Background: an optimization exercise with open tools, aiming at small area. Do not read the settings as production practice.
The RTL was checked by simulation tests, not by an equivalence proof against the original design.
The clock port is modelled as an ideal driver; clocking choices that lean on that would not hold on a real chip.
No activity file was given, so power comes from the tool's default toggle rates.

<file path="design/flow/design.v">
`timescale 1ns / 1ps
module lfsr_tmr #(parameter N = 14, K = 0, L1V = 0, L2V = 0, TV = 0, TM = 0) (
    input  clk,
    input  l1,
    output hit
    );
    reg [N-1:0] q;
    assign hit = ((q ^ TV) & TM) == 0;
    always @(posedge clk)
        if (l1)       q <= L1V;
        else if (hit) q <= L2V;
        else          q <= {~q[N-2:0], q[N-1] ^ q[K]};
endmodule
module com_top(
    input [10:0]    iSW,
    input           clk,
    input           rst,
    input           btn,
    output          rxd_out,
    input           txd_in,
    output          cts,
    input           rts,
    output [7:0]    iSEG,
    output [7:0]    iSEGSEL,
    output [10:0]    oLED
    );
    assign cts = 1'b0;
    reg  [2:0] ss;
    reg  [3:0] r;
    reg  [7:0] rxb;
    reg        err, p;
    wire       samp;
    wire       ridle = r == 4'd3;
    wire       start = ss[2] & ~ss[1];
    wire       rxv   = r == 4'd2;
    lfsr_tmr #(.N(14),.K(0),.L1V(14'd8057),.L2V(14'd0),.TV(14'd10054),.TM(14'd6143)) rxt (clk, ridle, samp);
    always @(posedge clk) begin
        ss <= rst ? 3'b111 : {ss[1:0], txd_in};
        if (rst)                     r <= 4'd3;
        else if (ridle)              r <= start ? 4'd7 : 4'd3;
        else if (samp | rxv)         r <= r + 4'd1;
        p <= ridle ? 1'b0 : p ^ (samp & txd_in);
        if (rst)
            err <= 1'b0;
        else if (samp & ((r == 4'd7 & txd_in) | (r == 4'd0 & ~(p ^ txd_in)) | (r == 4'd1 & ~txd_in)))
            err <= 1'b1;
    end
    genvar gi;
    generate for (gi = 0; gi < 8; gi = gi + 1) begin : rb
        always @(posedge clk)
            if (rst | (ridle & start))              rxb[gi] <= 1'b0;
            else if (samp & (r == 4'd8 + gi))       rxb[gi] <= txd_in;
    end endgenerate
    reg  [7:0] mydata;
    reg  [7:0] slot0, slot1, slot2, slot3;
    reg  [1:0] rxp, txp;      
    reg        ovf;
    reg  [3:0] s;
    reg        pt;
    wire       tick;
    wire       tidle = s == 4'd4;
    wire       full  = txp == rxp;
    wire       empty = txp + 2'd1 == rxp;
    wire [7:0] tdat  = txp[1] ? (txp[0] ? slot3 : slot2) : (txp[0] ? slot1 : slot0);
    wire [3:0] bsel = {slot3[s[2:0]], slot2[s[2:0]], slot1[s[2:0]], slot0[s[2:0]]};
    wire       dbit  = bsel[txp];
    lfsr_tmr #(.N(14),.K(0),.L1V(14'd14230),.L2V(14'd0),.TV(14'd10054),.TM(14'd6143)) txt (clk, rst, tick);
    always @(posedge clk) begin
        if (rst) begin
            mydata <= 8'd0;
            rxp <= 2'd0;
            txp <= 2'd3;
            ovf <= 1'b0;
        end
        else if (rxv) begin
            mydata <= rxb;
            if (!full) begin
                case (rxp)
                    2'd0: slot0 <= rxb;
                    2'd1: slot1 <= rxb;
                    2'd2: slot2 <= rxb;
                    default: slot3 <= rxb;
                endcase
                rxp <= rxp + 2'd1;
                ovf <= 1'b0;
            end
            else
                ovf <= 1'b1;
        end
        else if (!empty & tidle) begin
            txp <= txp + 2'd1;
            ovf <= 1'b0;
        end
        if (rst)                      s <= 4'd4;
        else if (tidle)               s <= (!rxv & !empty) ? 4'd5 : 4'd4;
        else if (tick)                s <= (s == 4'd1) ? 4'd4 : s + 4'd1;
        pt <= s[3] ? pt ^ (tick & dbit) : (s == 4'd0) ? pt : 1'b1;
    end
    assign rxd_out = s[3] ? dbit : (s == 4'd7) ? 1'b0 : (s == 4'd0) ? pt : 1'b1;
    reg  [1:0] sel;
    wire       dtick;
    lfsr_tmr #(.N(17),.K(1),.L1V(17'd118479),.L2V(17'd84301),.TV(17'd98274),.TM(17'd131051)) dpt (clk, rst, dtick);
    always @(posedge clk)
        sel <= rst ? 2'd0 : sel + {1'b0, dtick};
    wire [3:0] nib = sel[1] ? 4'd0 : sel[0] ? mydata[7:4] : mydata[3:0];
    reg  [6:0] seg;
    always @(*)
        case (nib)
            4'd0: seg = 7'h40;  4'd1: seg = 7'h79;  4'd2: seg = 7'h24;  4'd3: seg = 7'h30;
            4'd4: seg = 7'h19;  4'd5: seg = 7'h12;  4'd6: seg = 7'h02;  4'd7: seg = 7'h78;
            4'd8: seg = 7'h00;  4'd9: seg = 7'h10;  4'd10: seg = 7'h08; 4'd11: seg = 7'h03;
            4'd12: seg = 7'h46; 4'd13: seg = 7'h21; 4'd14: seg = 7'h06; default: seg = 7'h0e;
        endcase
    assign iSEG    = {1'b1, seg};
    assign iSEGSEL = {4'b1111, ~(4'b0001 << sel)};
    assign oLED    = {ovf, err, rxb, rxd_out};
endmodule
</file>
<file path="design/flow/flow/run.sh">
#!/bin/bash
# The standard ORFS layout, with these knobs changed:
#  - synthesis maps the logic with an area-only ABC script (flow/abc_area_map.script)
#    instead of ORFS's delay-driven one; the flip-flops are mapped by the
#    standard synthesis steps before ABC runs, so the registers are unchanged;
#  - ADDER_MAP_FILE empty: Yosys does not extract half adders (it otherwise maps
#    plain AND gates into ha cells whose sum output is unused);
#  - port buffers are buf_1 instead of clkdlybuf4s50_1;
#  - global placement is not timing driven (it only added buffers);
#  - the clock tree is built by flow/mytree.tcl before CTS runs: the clock sinks are
#    split into 4 groups by position, each driven by one clock buffer fed from the
#    clock port; CTS is then told to leave those nets alone.
# make's full output goes to make_finish.log; ORFS keeps each step's log in orfs/logs.
set -euo pipefail
export MY_NCLK=4 MY_CLKBUF=sky130_fd_sc_hd__clkbuf_16
rm -rf scripts_local
cp -r "$FLOW_HOME/scripts" scripts_local
cp flow/abc_area_map.script scripts_local/abc_speed.script
bash standard.sh \
  SCRIPTS_DIR="$PWD/scripts_local" \
  ADDER_MAP_FILE= \
  REMOVE_ABC_BUFFERS=1 \
  BUFFER_PORTS_ARGS="-buffer_cell sky130_fd_sc_hd__buf_1" \
  CTS_ARGS="-buf_list sky130_fd_sc_hd__clkbuf_16 -dont_use_dummy_load" \
  PRE_CTS_TCL="$PWD/flow/mytree.tcl" \
  finish > make_finish.log 2>&1
</file>
<file path="design/flow/flow/abc_area_map.script">
strash
dch -f
map -a -B 0
</file>
<file path="design/flow/flow/mytree.tcl">
# Manual clock tree: k-means the clock sinks into NCLK groups by position and
# give each group one clock buffer driven straight from the clock port.
set nclk [expr {[info exists ::env(MY_NCLK)] ? $::env(MY_NCLK) : 4}]
set bufm [expr {[info exists ::env(MY_CLKBUF)] ? $::env(MY_CLKBUF) : "sky130_fd_sc_hd__clkbuf_16"}]
set block [ord::get_db_block]
set db [ord::get_db]
set master [$db findMaster $bufm]
set clknet [$block findNet clk]
set sinks {}
foreach it [$clknet getITerms] {
  set inst [$it getInst]
  lassign [$inst getLocation] x y
  set x [expr {$x + [[$inst getMaster] getWidth] / 2}]
  lappend sinks [list $it $x $y]
}
set n [llength $sinks]
puts "mytree: $n sinks, $nclk buffers of $bufm"
# k-means, seeded with sinks spread along x
set sorted [lsort -integer -index 1 $sinks]
set cent {}
for {set g 0} {$g < $nclk} {incr g} {
  set s [lindex $sorted [expr {int(($g + 0.5) * $n / $nclk)}]]
  lappend cent [list [lindex $s 1] [lindex $s 2]]
}
for {set iter 0} {$iter < 50} {incr iter} {
  set asg {}
  foreach s $sinks {
    set best 0; set bd 1e30
    for {set g 0} {$g < $nclk} {incr g} {
      lassign [lindex $cent $g] cx cy
      set d [expr {abs([lindex $s 1] - $cx) + abs([lindex $s 2] - $cy)}]
      if {$d < $bd} { set bd $d; set best $g }
    }
    lappend asg $best
  }
  set new {}
  for {set g 0} {$g < $nclk} {incr g} {
    set sx 0; set sy 0; set c 0
    foreach s $sinks a $asg { if {$a == $g} { set sx [expr {$sx + [lindex $s 1]}]; set sy [expr {$sy + [lindex $s 2]}]; incr c } }
    if {$c > 0} { lappend new [list [expr {$sx / $c}] [expr {$sy / $c}]] } else { lappend new [lindex $cent $g] }
  }
  set cent $new
}
set skip {}
for {set g 0} {$g < $nclk} {incr g} {
  lassign [lindex $cent $g] cx cy
  set inst [odb::dbInst_create $block $master "myclkbuf_$g"]
  $inst setLocation [expr {int($cx)}] [expr {int($cy)}]
  $inst setPlacementStatus PLACED
  set net [odb::dbNet_create $block "myclknet_$g"]
  $net setSigType CLOCK
  set c 0
  foreach s $sinks a $asg { if {$a == $g} { set it [lindex $s 0]; $it disconnect; $it connect $net; incr c } }
  [$inst findITerm A] connect $clknet
  [$inst findITerm X] connect $net
  puts "mytree: buffer $g at $cx $cy drives $c sinks"
  lappend skip "myclknet_$g"
}
lappend skip clk
set_cts_config -skip_nets $skip
</file>
<file path="design/flow/standard.sh">
#!/bin/bash
# synth_recipe.tcl (not shown) runs the flow's synth.tcl, then flattens the netlist and writes it again
# the make line also repeats each setting of config.mk as NAME=value (left out here)
make -C /OpenROAD-flow-scripts/flow DESIGN_CONFIG=/design/flow/config.mk WORK_HOME=/design/flow/orfs CLKGATE_MAP_FILE= SYNTH_SCRIPT=/design/flow/synth_recipe.tcl "${@:-finish}"
</file>
<file path="design/flow/config.mk">
export PLATFORM = sky130hd
export DESIGN_NAME = com_top
export DESIGN_NICKNAME = com_top
export VERILOG_FILES = /design/flow/design.v
export SDC_FILE = /design/flow/constraint.sdc
export NUM_CORES = 4
export LEC_CHECK = 0
export CAP_MARGIN = 20
export CORE_MARGIN = 2
export CORE_UTILIZATION = 60
export GPL_TIMING_DRIVEN = 0
export SLEW_MARGIN = 20
</file>
<file path="design/flow/constraint.sdc">
create_clock -name core_clock -period 10.0 [get_ports {clk}]
set_input_delay 2.0000 -clock core_clock [delete_from_list [all_inputs] [get_ports {clk}]]
set_output_delay 2.0000 -clock core_clock [all_outputs]
set_load 0.01 [all_outputs]
</file>
==> reports/results.tsv, run 1 <==
stage	metric	value	unit
grt	grt_first_pass_wirelength	12960	um
synthesis	synth_top_area_share	39.16	%
grt	grt_util_all_layers	20.83	%
sta	setup_slack	5.554	ns
sta	drv_slew	0	
place	hpwl	5523	um
critical_path	cp-startpoint	rst	
sta	finalCritPeriodShare	44.46	%
critical_path	crit_family	buffers and inverters	
critical_path	cp.required	10.02	ns
power_and_ir_drop	power_leakage	0.001534	uW
power_and_ir_drop	p_int	705.9	uW
synthesis	async_reset_ff_share	0	%
sta	hold_viol_final	0	
layout	post-route-cell-area	4477	sq um
layout	final_cells	554	
synthesis	syn_area	4192	sq um
clocking	ctsResizeCount	0	
hold_path	hold_start	dpt.q[4]	
layout	seqCellArea	2603	sq um
power_and_ir_drop	combPwrFrac	28.4	%
floorplan	fp.dieArea	7670	sq um
critical_path	cp_cell_sequence	buf_1 > clkinv_1 > nand2_1 > a311oi_1	
floorplan	die_x	87.58	um
critical_path	path_class	primary input to register	
synthesis	yosys.area.top_type	dfxtp_1	
place	pre_cts_ws	5.413	ns
layout	antenna_cells	0	
layout	fillers	574	
clocking	post_cts_buffers	0	
clocking	path_clk_slew	0.10	ns
place	io_buffers	25	
sta	setup_viol	0	
synthesis	ys_ff_latch	114	
layout	syn2layout_area_growth	6.806	%
power_and_ir_drop	switching_share	32.99	%
critical_path	cp_num_buf_inv	2	
drt	initialDrtViolationCount	189	
synthesis	synth_area_leaders	dfxtp_1 (39%), edfxtp_1 (23%), nor2_1 (5.2%)	
sta	fmaxAchievable	0.2249	GHz
drt	finalWirelength	7824	um
power_and_ir_drop	sequentialPowerShare	54.4	%
synthesis	syn_inst	433	
critical_path	worst_setup_path_end_kind	register	
critical_path	worstPathArrival	4.46	ns
layout	post-route-util	65.89	%
critical_path	cp_slowest_cell	clkinv_1	
floorplan	io_pins	45	
drt	ant_nets	0	
critical_path	worstPathMaxFanout	35	
floorplan	num_rows	30	
sta	fin_crit	4.446	ns
clocking	clk_latency	0.17	ns
place	place_inst	550	
hold_path	holdCritPathClass	register to register	
synthesis	synth-edff-count	32	
layout	multi_input_area	1390	sq um
power_and_ir_drop	power_density	235.3	nW/um^2
power_and_ir_drop	clkPwrFrac	17.2	%
synthesis	yosysSeqAreaShare	62.09	%
floorplan	core-area	6794	sq um
run_status	status	timing/DRC/antenna clean	
sta	finalSetupTns	0	ns
critical_path	max_stage_delay	1.07	ns
floorplan	die_h	87.58	um
sta	rsz0062_at_grt	false	
layout	drive_gt1_share	1.965	%
synthesis	synthDistinctLibCells	29	
grt	grt_max_degree	36	
synthesis	yosysWarningCount	4	
layout	nets	476	
sta	finClkSkew	0.01817	ns
drt	vias_per_cell	5.455	
grt	grt.overflow.total	0	
place	routabilityCongestion	0.8772	
critical_path	cp-start-kind	primary input	
synthesis	synth_area_per_cell	9.680	sq um
grt	antenna_found_initial	0	
critical_path	r2r-start	r[1]	
drt	via_count	3022	
power_and_ir_drop	power_switching	347.6	uW
grt	grt_pass1_vias	2697	
drt	first_pass_iters	4	
drt	post_drt_wl_per_cell	14.12	um
synthesis	synthFlopType	dfxtp_1	
drt	drc	0	
flow_run	cap_violations	0	
clocking	hold_buffers	0	
sta	tightestPinTransition	0.9739	ns
place	dpl_cell_area	4377	sq um
floorplan	start_util	61.69	%
power_and_ir_drop	ir_drop	0.0001694	V
sta	relSlewSlack	34.67	%
==> path summary, 6_finish.rpt <==
check	to	slack, ns	cells past startpoint
worst min-delay path	dpt.q[5]	0.39	1
worst max register to register	slot1[3]	7.06	8
worst min register to register	dpt.q[5]	0.39	1
worst max-delay path	rxb[7]	5.55	4
==> cell families after synthesis <==
logic type,after synthesis,share of synthesized area (%)
compound gates,113,16.42
buf+inv,53,5.552
simple gates,144,14.30
other cells,2,0.1792
flops,114,62.09
xor+xnor,7,1.463
==> cells in the mapped netlist (2+ instances only) <==
cell type and n:
xnor2_1 4, xor2_1 3, a311oi_1 8, a22oi_1 16, o22ai_1 6, conb_1 2, a21oi_1 25, nand3_1 14
o31ai_1 2, nand4_1 4, a221oi_1 2, nor3_1 10, buf_4 9, edfxtp_1 32, dfxtp_1 82, clkinv_1 44
nor2_1 58, a32oi_1 2, nor4_1 5, o211ai_1 4, o21ai_0 41, nand2_1 51, a31oi_1 3
==> layer usage <==
layer	vias up	share of wire (%)	track usage, %
met1	1396	49	31.60
met3	8	3.4	1.414
met2	61	46	34.16
met5	-	0	0
met4	0	1.4	2.797
li1	1557	-	-
==> cell usage in the layout, fill, tap and decap left out, drive strengths merged, types with 2 or more instances in the layout <==
master,instances
conb,6
buf,26
dfxtp,82
nand3,14
nand4,4
nor2,58
nand2,51
edfxtp,32
a311oi,8
nor3,10
a31oi,3
a221oi,2
a21oi,25
o211ai,4
clkbuf,4
xor2,3
nor4,5
o21ai,41
a22oi,16
o31ai,2
o22ai,6
a32oi,2
xnor2,4
clkinv,44
==> cell type report <==
cell class / instances / share of cell area [%]
buffer: 4 / 2.236
inverter: 44 / 3.689
timing repair buffer: 26 / 2.208
multi-input combinational: 270 / 31.05
tap: 96 / 2.683
sequential: 114 / 58.13
==> worst reg2reg max path: stages (launching register included) <==
cell	delay [ns]
dfxtp_1	0.36
clkinv_1	0.13
nor2_1	0.31
nand2_1	0.46
nor2_1	0.33
clkinv_1	0.22
nor2_1	0.17
nand2_1	0.12
nor2_1	0.50
==> sequential cells by signal, indices dropped and copies added, names as in the netlist <==
| name | cells |
|---|---|
| rxt.q | 14 |
| ss | 3 |
| rxp | 2 |
| ovf | 1 |
| rxb | 8 |
| pt | 1 |
| r | 4 |
| mydata | 8 |
| err | 1 |
| txp | 2 |
| dpt.q | 17 |
| s | 4 |
| slot1 | 8 |
| p | 1 |
| txt.q | 14 |
| slot0 | 8 |
| sel | 2 |
| slot2 | 8 |
| slot3 | 8 |
==> power by group through the flow <==
stage / registers [uW] / clock network [uW] / logic, uW
2_1_floorplan: 574 / 0 / 228
3_3_place_gp: 582 / 0 / 290
3_5_place_dp: 583 / 0 / 300
4_1_cts: 584 / 141 / 301
5_1_grt: 580 / 200 / 345
6_report: 573 / 181 / 299
==> stage by stage <==
stage,power (uW),hold WS (ns)
final,1054,0.3947
after global routing,1125,0.4142
after CTS,1026,0.3725
after detailed placement,882.8,0.3667
after global placement,871.5,0.3595
after floorplan,802.3,0.3517
==> inputs of run 2 (changes only) <==
--- a/design/flow/flow/run.sh
+++ b/design/flow/flow/run.sh
@@ -6,7 +6,9 @@
 #  - ADDER_MAP_FILE empty: Yosys does not extract half adders (it otherwise maps
 #    plain AND gates into ha cells whose sum output is unused);
 #  - port buffers are buf_1 instead of clkdlybuf4s50_1;
-#  - global placement is not timing driven (it only added buffers);
+#  - global placement is not timing driven (it only added buffers), and the
+#    buffers ABC left are removed at floorplan instead;
+#  - the constant outputs share one tie cell per value (no tie fanout repair);
 #  - the clock tree is built by flow/mytree.tcl before CTS runs: the clock sinks are
 #    split into 4 groups by position, each driven by one clock buffer fed from the
 #    clock port; CTS is then told to leave those nets alone.
@@ -20,6 +22,7 @@
   SCRIPTS_DIR="$PWD/scripts_local" \
   ADDER_MAP_FILE= \
   REMOVE_ABC_BUFFERS=1 \
+  SKIP_REPAIR_TIE_FANOUT=1 \
   BUFFER_PORTS_ARGS="-buffer_cell sky130_fd_sc_hd__buf_1" \
   CTS_ARGS="-buf_list sky130_fd_sc_hd__clkbuf_16 -dont_use_dummy_load" \
   PRE_CTS_TCL="$PWD/flow/mytree.tcl" \
==> run 2 against run 1 <==
Against the previous run:
- setup slack improved by 0.23 ns
- synthesized cell count did not move
- largest cell class unchanged
- routed wire length rose by 1.3%
- sequential share of layout area increased by 0.065 points
- worst hold slack got worse by 0.0065 ns
- critical path depth is the same
==> reports/results.tsv, run 2 <==
stage	metric	value	unit	change
run_status	status	timing/DRC/antenna clean		unchanged
power_and_ir_drop	power_density	236.6	nW/um^2	was 235.3 nW/um^2
layout	layout_common_cells	dfxtp_1 (82), nor2_1 (58), nand2_1 (51)		unchanged
sta	setup_viol	0		unchanged
sta	drv_slew	0		unchanged
sta	whs	0.3882	ns	was 0.3947 ns
place	place_inst	547		was 550
sta	rsz0062_at_grt	false		unchanged
synthesis	synthSimpleGateAreaFrac	14.30	%	unchanged
layout	antenna_cells	0		unchanged
sta	finalSetupTns	0	ns	unchanged
sta	fin_crit	4.212	ns	was 4.446 ns
synthesis	yosys-top-cells-count	dfxtp_1 (82), nor2_1 (58), nand2_1 (51), clkinv_1 (44), o21ai_0 (41)		unchanged
grt	grt_util_all_layers	20.89	%	was 20.83%
grt	grt_pass1_vias	2769		was 2697
flow_run	cap_violations	0		unchanged
synthesis	synth-compound-area-share	16.42	%	unchanged
critical_path	cp-start-kind	primary input		unchanged
synthesis	yosysMostFrequentCell	dfxtp_1		unchanged
hold_path	hold_path_depth	1		unchanged
clocking	path_clk_slew	0.11	ns	was 0.10 ns
floorplan	io_pins	45		unchanged
drt	finalWirelength	7926	um	was 7824 um
floorplan	fp.dieArea	7670	sq um	unchanged
synthesis	yosysWarningCount	4		unchanged
synthesis	synth_fa_ha_area_share	0	%	unchanged
critical_path	worstPathMaxFanout	35		unchanged
layout	drive_gt1_share	2.198	%	was 1.965%
sta	fmaxAchievable	0.2374	GHz	was 0.2249 GHz
layout	syn2layout_area_growth	6.687	%	was 6.806%
synthesis	yosysSeqAreaShare	62.09	%	unchanged
floorplan	num_rows	30		unchanged
layout	mostFrequentLayoutCell	dfxtp_1		unchanged
critical_path	worstPathArrival	4.25	ns	was 4.46 ns
layout	reg_top3	dpt.q (17), rxt.q (14), txt.q (14)		unchanged
critical_path	r2r-start	r[1]		unchanged
sta	hold_viol_final	0		unchanged
sta	tightestPinTransition	0.9503	ns	was 0.9739 ns
synthesis	synth_area_leaders	dfxtp_1 (39%), edfxtp_1 (23%), nor2_1 (5.2%)		unchanged
drt	first_pass_iters	4		unchanged
synthesis	syn_inst	433		unchanged
synthesis	syn_area	4192	sq um	unchanged
synthesis	synth_top_area_share	39.16	%	unchanged
critical_path	rr_worst_depth	8		unchanged
hold_path	holdPathEnd	dpt.q[3]		was dpt.q[5]
drt	drc	0		unchanged
grt	grt_first_pass_wirelength	13040	um	was 12960 um
critical_path	cp.required	10.04	ns	was 10.02 ns
floorplan	die_h	87.58	um	unchanged
clocking	post_cts_buffers	0		unchanged
synthesis	ys_ff_latch	114		unchanged
synthesis	synthFlopType	dfxtp_1		unchanged
sta	relSlewSlack	36.12	%	was 34.67%
floorplan	die_x	87.58	um	unchanged
grt	grt.overflow.total	0		unchanged
place	io_buffers	25		unchanged
grt	grt_max_degree	36		unchanged
hold_path	holdCritPathClass	register to register		unchanged
drt	vias_per_cell	5.541		was 5.455
critical_path	r2r_setup_slack	6.90	ns	was 7.06 ns
hold_path	hold_start	dpt.q[2]		was dpt.q[4]
critical_path	path_class	primary input to register		unchanged
sta	finClkSkew	0.02684	ns	was 0.01817 ns
power_and_ir_drop	ir_drop	0.0001551	V	was 0.0001694 V
place	routabilityCongestion	0.8139		was 0.8772
synthesis	synth-edff-count	32		unchanged
critical_path	worst_setup_path_end_kind	register		unchanged
synthesis	synth_top_family_by_area	compound AO/OA/AOI/OAI gates		unchanged
drt	initialDrtViolationCount	214		was 189
clocking	ctsResizeCount	0		unchanged
clocking	hold_buffers	0		unchanged
critical_path	r2r_end	slot1[7]		was slot1[3]
drt	via_count	3053		was 3022
layout	largest_reg_flops	17		unchanged
synthesis	async_reset_ff_share	0	%	unchanged
floorplan	start_util	61.69	%	unchanged
layout	final_cells	551		was 554
floorplan	core-area	6794	sq um	unchanged
layout	nets	473		was 476
sta	finalCritPeriodShare	42.12	%	was 44.46%
synthesis	synth_area_per_cell	9.680	sq um	unchanged
synthesis	synthMuxAreaShare	0	%	unchanged
place	hpwl	5708	um	was 5523 um
synthesis	yosys.area.top_type	dfxtp_1		unchanged
grt	antenna_found_initial	0		unchanged
power_and_ir_drop	power_leakage	0.001527	uW	was 0.001534 uW
drt	post_drt_wl_per_cell	14.38	um	was 14.12 um
synthesis	synthDistinctLibCells	29		unchanged
clocking	clk_latency	0.17	ns	about the same
synthesis	yosys.area_share.xor_xnor	1.463	%	unchanged
layout	top_register	dpt.q		unchanged
drt	ant_nets	0		unchanged
power_and_ir_drop	power	1058	uW	was 1054 uW
run 2: cell count changes in the layout (fill, tap and decap cells not counted), sizes merged:
cell and delta:
conb -4, buf +1
run 2: power breakdown:
| part | total, uW | switching (uW) | internal (uW) |
|---|---|---|---|
| clock | 180 | 106 | 73.9 |
| combinational | 305 | 207 | 97.5 |
| sequential | 573 | 37.9 | 535 |
run 2: metal layers:
metal / vias to the layer above / part of all wire, % / GRT usage [%] / wire (um)
met5: - / 0 / 0 / 0
met2: 43 / 48 / 36.36 / 3808
met1: 1448 / 48 / 30.20 / 3835
li1: 1556 / - / - / -
met3: 6 / 2.9 / 1.508 / 228
met4: 0 / 0.68 / 1.678 / 54
run 2: cell type report:
| class | instances | area [sq um] |
|---|---|---|
| fill | 582 | 2322 |
| sequential | 114 | 2603 |
| timing repair buffer | 27 | 108.9 |
| buffer | 4 | 100.1 |
| multi-input combinational | 266 | 1375 |
| inverter | 44 | 165.2 |
| tap | 96 | 120.1 |
run 2: worst max-delay path by stage:
stage                start        to  slack (ns)  depth (start not counted)
CTS                    rst  txt.q[0]        5.56                          4
finish                 rst  txt.q[0]        5.79                          4
global route           rst  txt.q[0]        5.54                          4
floorplan           sel[0]   iSEG[4]        6.34                          7
global placement       rst    rxb[7]        5.63                          4
detailed placement     rst  txt.q[0]        5.57                          4
run 2: per-stage QoR:
stage          area (sq um)  util (%)  setup WS [ns]
2_1_floorplan          4124         -          6.344
3_3_place_gp           4338     63.85          5.625
3_5_place_dp           4372     64.35          5.566
4_1_cts                4472     65.82          5.556
5_1_grt                4472     65.82          5.535
6_report               4472     65.82          5.788
run 2: cell families (layout without fill, tap and decap cells):
| logic type | Yosys count | after routing |
|---|---|---|
| other | 2 | 2 |
| flip-flops | 114 | 114 |
| buffers and inverters | 53 | 75 |
| AO/OA/AOI/OAI | 113 | 113 |
| AND/OR/NAND/NOR | 144 | 144 |
| XOR/XNOR | 7 | 7 |
run 2: worst max-delay path, cell delays in order:
cell and delay [ns]:
buf_1 0.61, clkinv_1 0.96, o21ai_0 0.58, nor2_1 0.10
==> inputs of run 3 (changes only) <==
--- a/design/flow/config.mk
+++ b/design/flow/config.mk
@@ -5,8 +5,8 @@
 export SDC_FILE = /design/flow/constraint.sdc
 export NUM_CORES = 4
 export LEC_CHECK = 0
-export CAP_MARGIN = 20
+export CAP_MARGIN = 0
 export CORE_MARGIN = 2
 export CORE_UTILIZATION = 60
 export GPL_TIMING_DRIVEN = 0
-export SLEW_MARGIN = 20
+export SLEW_MARGIN = 0
==> run 3 against run 2 <==
Against the previous run:
- global-route usage is essentially flat
- sequential power is essentially flat
- largest cell class unchanged
- synthesized cell count unchanged
- final cell count fell by 0.36%
- highest routed layer unchanged
- routed wire length fell by 0.33%
==> reports/results.tsv, run 3 <==
stage	metric	value	unit	change
drt	first_pass_iters	4		unchanged
floorplan	num_rows	30		unchanged
critical_path	cp_cell_sequence	buf_1 > clkinv_1 > o21ai_0 > nor2_1		unchanged
flow_run	cap_violations	0		unchanged
layout	syn2layout_area_growth	6.328	%	was 6.687%
critical_path	worstPathArrival	4.34	ns	was 4.25 ns
sta	fin_crit	4.314	ns	was 4.212 ns
clocking	post_cts_buffers	0		unchanged
layout	drive_gt1_share	1.766	%	was 2.198%
grt	grt.overflow.total	0		unchanged
sta	setup_viol	0		unchanged
synthesis	synthDistinctLibCells	29		unchanged
grt	grt_util_all_layers	20.92	%	was 20.89%
power_and_ir_drop	ir_drop	0.0001586	V	was 0.0001551 V
synthesis	yosys.area.top_type	dfxtp_1		unchanged
drt	drc	0		unchanged
critical_path	worstPathMaxFanout	35		unchanged
place	io_buffers	25		unchanged
layout	fillers	589		was 582
critical_path	worst_setup_path_end_kind	register		unchanged
floorplan	core-area	6794	sq um	unchanged
hold_path	holdCritPathClass	register to register		unchanged
grt	antenna_found_initial	0		unchanged
sta	rsz0062_at_grt	false		unchanged
grt	grt_max_degree	36		unchanged
run_status	status	timing/DRC/antenna clean		unchanged
sta	finalCritPeriodShare	43.14	%	was 42.12%
synthesis	async_reset_ff_share	0	%	unchanged
layout	mostFrequentLayoutCell	dfxtp_1		unchanged
synthesis	synth_top_area_share	39.16	%	unchanged
layout	antenna_cells	0		unchanged
drt	via_count	3027		was 3053
critical_path	path_class	primary input to register		unchanged
drt	ant_nets	0		unchanged
sta	fmaxAchievable	0.2318	GHz	was 0.2374 GHz
clocking	ctsResizeCount	0		unchanged
sta	hold_viol_final	0		unchanged
place	place_inst	545		was 547
floorplan	start_util	61.69	%	unchanged
sta	tightestPinTransition	1.033	ns	was 0.9503 ns
layout	post-route-util	65.60	%	was 65.82%
layout	final_cells	549		was 551
drt	finalWirelength	7900	um	was 7926 um
place	routabilityCongestion	0.8139		unchanged
synthesis	ys_ff_latch	114		unchanged
layout	nets	471		was 473
synthesis	synth_area_per_cell	9.680	sq um	unchanged
critical_path	cp_slowest_cell	clkinv_1		unchanged
grt	grt_first_pass_wirelength	13150	um	was 13040 um
power_and_ir_drop	power_leakage	0.001516	uW	was 0.001527 uW
layout	layout_common_cells	dfxtp_1 (82), nor2_1 (58), nand2_1 (51)		unchanged
critical_path	cp.required	10.03	ns	was 10.04 ns
clocking	clk_latency	0.17	ns	about the same
synthesis	syn_inst	433		unchanged
synthesis	syn_area	4192	sq um	unchanged
floorplan	fp.dieArea	7670	sq um	unchanged
sta	whs	0.3914	ns	was 0.3882 ns
synthesis	synthFlopType	dfxtp_1		unchanged
grt	grt_pass1_vias	2790		was 2769
place	hpwl	5645	um	was 5708 um
sta	finClkSkew	0.01805	ns	was 0.02684 ns
clocking	hold_buffers	0		unchanged
sta	finalSetupTns	0	ns	unchanged
floorplan	die_h	87.58	um	unchanged
synthesis	yosysWarningCount	4		unchanged
floorplan	die_x	87.58	um	unchanged
sta	setup_slack	5.686	ns	was 5.788 ns
synthesis	yosys-top-cells-count	dfxtp_1 (82), nor2_1 (58), nand2_1 (51), clkinv_1 (44), o21ai_0 (41)		unchanged
drt	post_drt_wl_per_cell	14.39	um	was 14.38 um
layout	reg_top3	dpt.q (17), rxt.q (14), txt.q (14)		unchanged
critical_path	cp-start-kind	primary input		unchanged
place	pre_cts_ws	5.565	ns	was 5.566 ns
synthesis	yosysSeqAreaShare	62.09	%	unchanged
drt	initialDrtViolationCount	221		was 214
critical_path	max_stage_delay	1.00	ns	was 0.96 ns
clocking	path_clk_slew	0.11	ns	about the same
synthesis	synth_area_leaders	dfxtp_1 (39%), edfxtp_1 (23%), nor2_1 (5.2%)		unchanged
synthesis	synth-edff-count	32		unchanged
synthesis	yosysMostFrequentCell	dfxtp_1		unchanged
sta	relSlewSlack	30.59	%	was 36.12%
sta	drv_slew	0		unchanged
layout	largest_reg_flops	17		unchanged
power_and_ir_drop	power_density	237.4	nW/um^2	was 236.6 nW/um^2
layout	top_register	dpt.q		unchanged
floorplan	io_pins	45		unchanged
drt	vias_per_cell	5.514		was 5.541
run 3: area by class of cell:
cell class                 instances  area (sq um)  share of cell area [%]
timing repair buffer              25         93.84                   2.106
buffer                             4         100.1                   2.246
sequential                       114          2603                   58.39
inverter                          44         165.2                   3.706
tap                               96         120.1                   2.695
multi-input combinational        266          1375                   30.85
run 3: critical path: cells and delay by family:
| family | cells | cell delay, ns |
|---|---|---|
| buffers and inverters | 2 | 1.68 |
| AO/OA/AOI/OAI | 1 | 0.57 |
| AND/OR/NAND/NOR | 1 | 0.09 |
run 3: layer usage:
layer	routed length (um)	GRT usage, %
met5	0	0
met4	112	2.517
met3	189	0.9425
met2	3741	36.64
met1	3856	30.04
run 3: final timing paths:
path	startpoint	endpoint	slack (ns)	depth (start not counted)
max	rst	txt.q[3]	5.69	4
min	dpt.q[2]	dpt.q[3]	0.39	1
max reg2reg	r[1]	slot1[5]	6.88	8
min reg2reg	dpt.q[2]	dpt.q[3]	0.39	1
run 3: power by group:
| part | switching (uW) | internal [uW] | total (uW) |
|---|---|---|---|
| clock network | 107 | 73.9 | 181 |
| registers | 38.2 | 536 | 574 |
| logic | 207 | 96.4 | 303 |
run 3: cells by family (layout without fill, tap and decap cells):
| logic type | count (synthesis) | after routing | synth area share, % |
|---|---|---|---|
| buffers and inverters | 53 | 73 | 5.552 |
| flip-flops | 114 | 114 | 62.09 |
| AO/OA/AOI/OAI | 113 | 113 | 16.42 |
| AND/OR/NAND/NOR | 144 | 144 | 14.30 |
| XOR/XNOR | 7 | 7 | 1.463 |
| other | 2 | 2 | 0.1792 |
run 3: per-stage QoR:
stage / cell area, sq um / total power (uW)
floorplan: 4124 / 802.3
global placement: 4338 / 873.0
detailed placement: 4357 / 885.5
CTS: 4457 / 1029
global route: 4457 / 1129
finish: 4457 / 1058

==> separate check: timing with driven ports <==
In the flow no input, the clock included, has a driving cell. The finished layouts below were timed again as built, in two steps.
Step 1: set_driving_cell puts a clkbuf_16 on clk and a buf_2 on each other input, an assumption about the parent block.
Step 2 adds t to the input delays and takes it off the output delays; t is the mean of the earliest and latest rising clock arrival at the registers after step 1. Input paths then give back, and output paths get back, about the clock's delay inside the block.
Slacks: ideal ports / drivers / drivers and shift; pairs: ideal ports / drivers.
run	t (ns)	slack for setup (ns)	worst setup path at the end
run 1	0.237	5.554 / 5.604 / 5.367	input to register
run 2	0.231	5.788 / 5.789 / 5.602	input to register
run 3	0.236	5.686 / 5.731 / 5.495	input to register
After both steps every run listed still meets setup and hold. The setup slack of run 3, which loses most, moves by +0.045 ns with the drivers and by -0.191 ns with both steps.
